Background: an optimization exercise with open tools, aiming at small area, a short achievable clock period and few clock cycles. Do not read the settings as production practice. Function was checked by simulation only, so behaviour that the tests miss may differ from the original. Power and IR drop assume default switching activity.

## JAM
module JAM (
           input CLK,
           input RST,
           output reg [2:0] W,
           output reg [2:0] J,
           input [6:0] Cost,
           output reg [3:0] MatchCount,
           output reg [9:0] MinCost,
           output reg Valid );
clock: 5.0 ns
lec_check: 0
cap_margin: 20
core_margin: 2
core_utilization: 40
setup_slack_margin: 1.0
slew_margin: 20
run.sh (not shown) runs the stock make flow with config.mk's settings and CLKGATE_MAP_FILE= SYNTH_SCRIPT=/design/flow/synth_recipe.tcl, a recipe that flattens the netlist after the stock synthesis.
Testbench counts at the start, summed over its fixed seeds: cycles 4,776.
Next try:
--- a/flow/design.v
+++ b/flow/design.v
@@ -35,25 +35,24 @@
 reg [2:0] wj;
 reg       bv;
 reg [2:0] bt;
 reg [2:0] bj;
 reg [2:0] bW;
 reg       blast;
 reg       bfst;
 reg [7:0] bcand;        
 reg       bnew;         
 reg       bimpr;        
 reg       beq;          
 reg       elim;         
-reg       chg;          
 reg       ryser;
 reg [3:0] tq;           
 reg       tneg;
 reg       tv;
 reg       tlast;
 wire [7:0] mrow = minval;        
 wire [7:0] bits = Dq;            
 wire [7:0] Cm   = s;             
 wire [7:0] kd   = minval;        
 wire [7:0] S    = Dq;            
 integer k, r;
 wire       bsrch = bv && (bt == ST_FIRST || bt == ST_SCAN);
@@ -424,48 +423,47 @@
                     MinCost <= MinCost - {3'd0, X[6:0]};
                 end
                 fst <= rowlast;
                 J <= J1;
                 X <= {3'd0, nvn_a};
                 if (rowlast) begin
                     W <= W + 3'd1;
                     if (W == 3'd7) st <= ST_FLUSH;
                 end
             end
             ST_FLUSH: begin
                 st <= ST_CNT;
-                chg <= 1'b1;
                 s <= 8'hff;
                 for (k = 0; k < 8; k = k + 1)
                     nv[k] <= 8'd0;
             end
             ST_CNT: begin
                 if (tv) MatchCount <= tneg ? MatchCount - tq : MatchCount + tq;
                 if (tlast) begin
                     Valid <= 1'b1;
                     st <= ST_DONE;
                 end
                 if (elim) begin
-                    if (Cm == 8'd0) begin
-                        MatchCount <= 4'd1;
-                        Valid <= 1'b1;
-                        st <= ST_DONE;
-                    end else if (!chg) begin
+                    if (forced == 8'd0) begin
                         elim <= 1'b0;
                         ryser <= 1'b1;
                         minval <= 8'd0;
                         Dq <= 8'd0;
                     end else begin
                         s <= Cleft;
-                        chg <= |forced;
+                        if (Cleft == 8'd0) begin
+                            MatchCount <= 4'd1;
+                            Valid <= 1'b1;
+                            st <= ST_DONE;
+                        end
                     end
                 end
                 tq <= term;
                 tneg <= pneg;
                 tv <= pv;
                 tlast <= plast;
                 if (ryser) begin
                     pneg <= (^S) ^ (^Cm);
                     pv <= 1'b1;
                     minval <= kdn;
                     Dq <= S ^ tb;
                     for (k = 0; k < 8; k = k + 1)
The new run produced a clean layout.
Sequential share of layout area drops by 0.24 points.
Maximum frequency drops by about 5.5%.
Flip-flop and latch count came out lower by 1.
Final area is higher by 0.56%.
Area after synthesis goes down by about 0.7%.
Total power shrinks by 17%.
Count of clock-buffer cells in the layout rose by 1.
Testbench counts after the change, summed over its fixed seeds: cycles 4,752.

--- another note on this design; it stands on its own ---

Setup of v10:
// JAM
module JAM (
           input CLK,
           input RST,
           output reg [2:0] W,
           output reg [2:0] J,
           input [6:0] Cost,
           output reg [3:0] MatchCount,
           output reg [9:0] MinCost,
           output reg Valid );
Size in the first run: ~2800 cells after synthesis, roughly 30 I/O pins, roughly 0.026 mm^2 of cells after synthesis.
Settings: LEC_CHECK=0, CAP_MARGIN=20, CORE_MARGIN=2, CORE_UTILIZATION=40, SETUP_SLACK_MARGIN=1.4, SLEW_MARGIN=20; clock period 5.0 ns.
run.sh (not shown) runs the stock make flow with config.mk's settings and CLKGATE_MAP_FILE= SYNTH_SCRIPT=/design/flow/synth_recipe.tcl, a recipe that flattens the netlist after the stock synthesis.
Testbench counts of v10, summed over its fixed seeds: cycles 4,776.
Here is what was changed in the inputs of v21 compared with v10.
Settings: a change of SETUP_SLACK_MARGIN from 1.4 to 1.15.
==> run notes <==
- Comparing v21 and v10, number of inserted diodes is lower on v21.
- Compared with v10, v21 shows relative area change from synthesis to final layout lower by 1.5 points.
- Cell count along the critical path came out lower on v21 than on v10.
- As far as clock-pin slew reported for the worst setup and hold paths after clock tree synthesis is concerned, v21 and v10 perform about the same.
- Of v21 and v10, v21 shows the lower overall power after layout, with v10 above it.
- Cmp v21 and v10 / detailed-route wire length / lower: v10
- Compared to v10, v21 shows a narrower setup margin.
- Global-route usage ends up higher on v21.
- Minimum clock period in v21 is 0.12 ns above v10.

---

Another version of the RTL of JAM (not shown whole).
Size: roughly 2900 cells after synthesis, about 340 flip-flops, ~30 I/O pins, ~27000 um2 of cells after synthesis.
clock: 5.0 ns
lec_check: 0
cap_margin: 20
core_margin: 2
core_utilization: 40
setup_slack_margin: 1.3
slew_margin: 20
The starting point passed the timing, DRC and antenna checks.
Testbench counts at the start, summed over its fixed seeds: cycles 4,752.
Change:
- SETUP_SLACK_MARGIN: 1.3 -> 1.0
Outcome:
- core utilization is lower by 1.1 points
- critical path depth is lower by 9
- first-iteration DRC count is higher by 6.8%
- worst setup slack is worse by 0.25 ns
- sequential share of layout area is higher by 0.69 points

re-timing with driven ports:
The flow's constraints put no driver on any port. The routed layouts listed below were extracted and timed again, unchanged, in two steps. Step 1 sets driving cells, clkbuf_16 on the clock port and buf_2 on the other inputs (assumed; they add their load-dependent delay and slew). Step 2, shift: input delay + t, output delay - t, t = (earliest + latest rising clock arrival at the registers) / 2. This alone moves slack from input paths to output paths. a / b / c = ideal ports / drivers / drivers and shift; a / b = the first two.
run	t (ns)	slack for setup (ns)	hold slack, ns	latest minus earliest clock arrival (ns)
the first run of note 1	0.652	1.060 / 1.060 / 0.607	0.478 / 0.478 / 0.478	0.024 / 0.024
the second run of note 1	0.639	0.829 / 0.829 / 0.303	0.467 / 0.467 / 0.467	0.043 / 0.043
v10	0.667	1.036 / 1.036 / 0.622	0.464 / 0.464 / 0.464	0.038 / 0.038
v21	0.645	0.920 / 0.920 / 0.537	0.471 / 0.471 / 0.471	0.026 / 0.026
the first run of note 3	0.659	1.265 / 1.265 / 0.868	0.456 / 0.456 / 0.456	0.033 / 0.033
the second run of note 3	0.647	1.020 / 1.020 / 0.592	0.456 / 0.456 / 0.456	0.032 / 0.032
After both steps every run listed still meets setup and hold. The setup slack of the second run of note 1, which loses most, moves by 0.000 ns with the drivers and by -0.526 ns with both steps.
